From an optimization exercise on the open Yosys and OpenROAD flow, aimed at small area; shortcuts taken in it are not production practice.
Function was checked by simulation only, so behaviour that the tests miss may differ from the original.

==> module uart_tx_dynamic, before the edit <==
module uart_tx_dynamic(
    input wire clk,
    input wire rst,
    input wire tx_start,
    input wire [31:0] baud_rate,
    input wire [7:0] tx_data,
    output reg Tx,
    output wire tx_idle
);
    parameter clk_frq = 100000000;
    reg [3:0] st;
    reg [7:0] data;
    reg [26:0] b;
    reg [26:0] acc;
    wire idle = (st[3:1] == 3'b000);
    wire [27:0] sum = acc + b;
    wire fire = sum > clk_frq;
    wire [26:0] b_next = idle ? baud_rate[26:0] : b;
    assign tx_idle = (st == 4'd0);
    always @(posedge clk) begin
        b <= b_next;
        acc <= (idle || fire) ? b_next : sum[26:0];
        if (st == 4'd1)
            data <= tx_data;
    end
    always @(posedge clk or posedge rst) begin
        if (rst) begin
            st <= 4'd0;
            Tx <= 1'b1;
        end else begin
            Tx <= st[3] ? data[st[2:0]] : (st != 4'd2);
            if (idle) begin
                st <= st[0] ? 4'd2 : {3'b000, tx_start};
            end else if (fire) begin
                case (st)
                    4'd2: st <= 4'd8;
                    4'd3: st <= 4'd0;
                    4'd15: st <= 4'd3;
                    default: st <= st + 4'd1;
                endcase
            end
        end
    end
endmodule
==> module uart_rx_dynamic, before the edit <==
module uart_rx_dynamic(
    input wire clk,
    input wire rst,
    input wire rx,
    input wire [31:0] baud_rate,
    output wire [7:0] rx_data,
    output wire rx_ready,
    output reg [7:0] led_output
);
    parameter clk_frq = 100000000;
    reg [3:0] st;
    reg [7:0] shift_reg;
    reg [26:0] b;
    reg [26:0] acc;
    wire idle = (st[3:1] == 3'b000);
    wire [27:0] sum = acc + b;
    wire fire = sum > clk_frq;
    assign rx_ready = (st == 4'd1);
    assign rx_data = rx_ready ? shift_reg : led_output;
    always @(posedge clk) begin
        if (idle) begin
            b <= baud_rate[26:0];
            acc <= clk_frq / 2;
        end else if (fire) begin
            acc <= b;
        end else begin
            acc <= sum[26:0];
        end
        if (st[3] && fire)
            shift_reg <= {rx, shift_reg[7:1]};
    end
    always @(posedge clk or posedge rst) begin
        if (rst) begin
            st <= 4'd0;
            led_output <= 8'd0;
        end else begin
            if (rx_ready)
                led_output <= shift_reg;
            if (idle) begin
                st <= rx ? 4'd0 : 4'd2;
            end else if (fire) begin
                case (st)
                    4'd2: st <= rx ? 4'd0 : 4'd8;
                    4'd3: st <= rx ? 4'd1 : 4'd0;
                    4'd15: st <= 4'd3;
                    default: st <= st + 4'd1;
                endcase
            end
        end
    end
endmodule
clock: 100.0 ns
lec_check: 0
cap_margin: 20
core_margin: 2
core_utilization: 40
slew_margin: 20
run.sh (not shown) runs the stock make flow with config.mk's settings and CLKGATE_MAP_FILE= SYNTH_SCRIPT=/design/flow/synth_recipe.tcl, a recipe that flattens the netlist after the stock synthesis.
Next try:
--- a/flow/design.v
+++ b/flow/design.v
@@ -7,19 +7,19 @@
     output reg Tx,
     output wire tx_idle
 );
-    parameter clk_frq = 100000000;
     reg [3:0] st;
     reg [7:0] data;
     reg [26:0] b;
     reg [26:0] acc;
     wire idle = (st[3:1] == 3'b000);
-    wire [27:0] sum = acc + b;
-    wire fire = sum > clk_frq;
+    wire [26:0] sum;
+    wire fire;
     wire [26:0] b_next = idle ? baud_rate[26:0] : b;
+    uart_step step (.acc(acc), .b(b), .sum(sum), .fire(fire));
     assign tx_idle = (st == 4'd0);
     always @(posedge clk) begin
         b <= b_next;
-        acc <= (idle || fire) ? b_next : sum[26:0];
+        acc <= (idle || fire) ? b_next : sum;
         if (st == 4'd1)
             data <= tx_data;
     end
@@ -57,8 +57,9 @@
     reg [26:0] b;
     reg [26:0] acc;
     wire idle = (st[3:1] == 3'b000);
-    wire [27:0] sum = acc + b;
-    wire fire = sum > clk_frq;
+    wire [26:0] sum;
+    wire fire;
+    uart_step step (.acc(acc), .b(b), .sum(sum), .fire(fire));
     assign rx_ready = (st == 4'd1);
     assign rx_data = rx_ready ? shift_reg : led_output;
     always @(posedge clk) begin
@@ -68,7 +69,7 @@
         end else if (fire) begin
             acc <= b;
         end else begin
-            acc <= sum[26:0];
+            acc <= sum;
         end
         if (st[3] && fire)
             shift_reg <= {rx, shift_reg[7:1]};
@@ -92,6 +93,35 @@
             end
         end
     end
+endmodule
+module uart_step(
+    input wire [26:0] acc,
+    input wire [26:0] b,
+    output wire [26:0] sum,
+    output wire fire
+);
+    localparam [27:0] LIMIT = 28'd100000000;
+    wire [27:0] c;
+    wire [27:0] s;
+    wire [28:0] gt;
+    assign c[0] = 1'b0;
+    assign gt[0] = 1'b0;
+    genvar i;
+    generate
+        for (i = 0; i < 27; i = i + 1) begin : bit_
+            assign s[i] = acc[i] ^ b[i] ^ c[i];
+            assign c[i+1] = (acc[i] & b[i]) | (c[i] & (acc[i] ^ b[i]));
+        end
+        assign s[27] = c[27];
+        for (i = 0; i < 28; i = i + 1) begin : cmp_
+            if (LIMIT[i])
+                assign gt[i+1] = s[i] & gt[i];
+            else
+                assign gt[i+1] = s[i] | gt[i];
+        end
+    endgenerate
+    assign sum = s[26:0];
+    assign fire = gt[28];
 endmodule
 module uart_top_dynamic(
     input wire clk,
Hold slack is better by 0.0051 ns.
Clock-buffer cell count goes up by 3.
Routed wire length goes down by 39%.
Global-route usage goes down by 2.8 points.
First-iteration DRC count goes down by 50%.
Design area goes down by 21%.
Die area goes down by 23%.
Area after synthesis goes down by 24%.
Synthesized cell count goes down by 41%.
Fmax goes up by 0.52%.
Sequential share of layout area goes up by 8.8 points.
Cell count goes down by 34%.

==> afterwards: timing with drivers on the ports <==
How much do the figures lean on ideal ports? The routed layouts below were timed once more, with nothing changed but the port constraints.
Step 1 sets driving cells, clkbuf_16 on the clock port and buf_2 on the other inputs (assumed; they add their load-dependent delay and slew).
Step 2 moves the port delays by t, midway between the first and last clock arrival at a register: inputs arrive t later, outputs are due t later. That takes back most of the time a late clock gives input paths.
a / b / c = no drivers / after step 1 / after step 2; a / b = the first two.
run | shift t [ns] | slack for setup (ns) | hold WS [ns] | clock arrival spread, ns | worst register clock-pin slew, ns
the first run | 0.465 | 77.515 / 77.473 / 77.938 | 0.447 / 0.447 / 0.447 | 0.008 / 0.009 | 0.07 / 0.07
the second run | 0.441 | 77.632 / 77.593 / 78.034 | 0.452 / 0.452 / 0.452 | 0.009 / 0.009 | 0.06 / 0.06
After both steps every run listed still meets setup and hold.
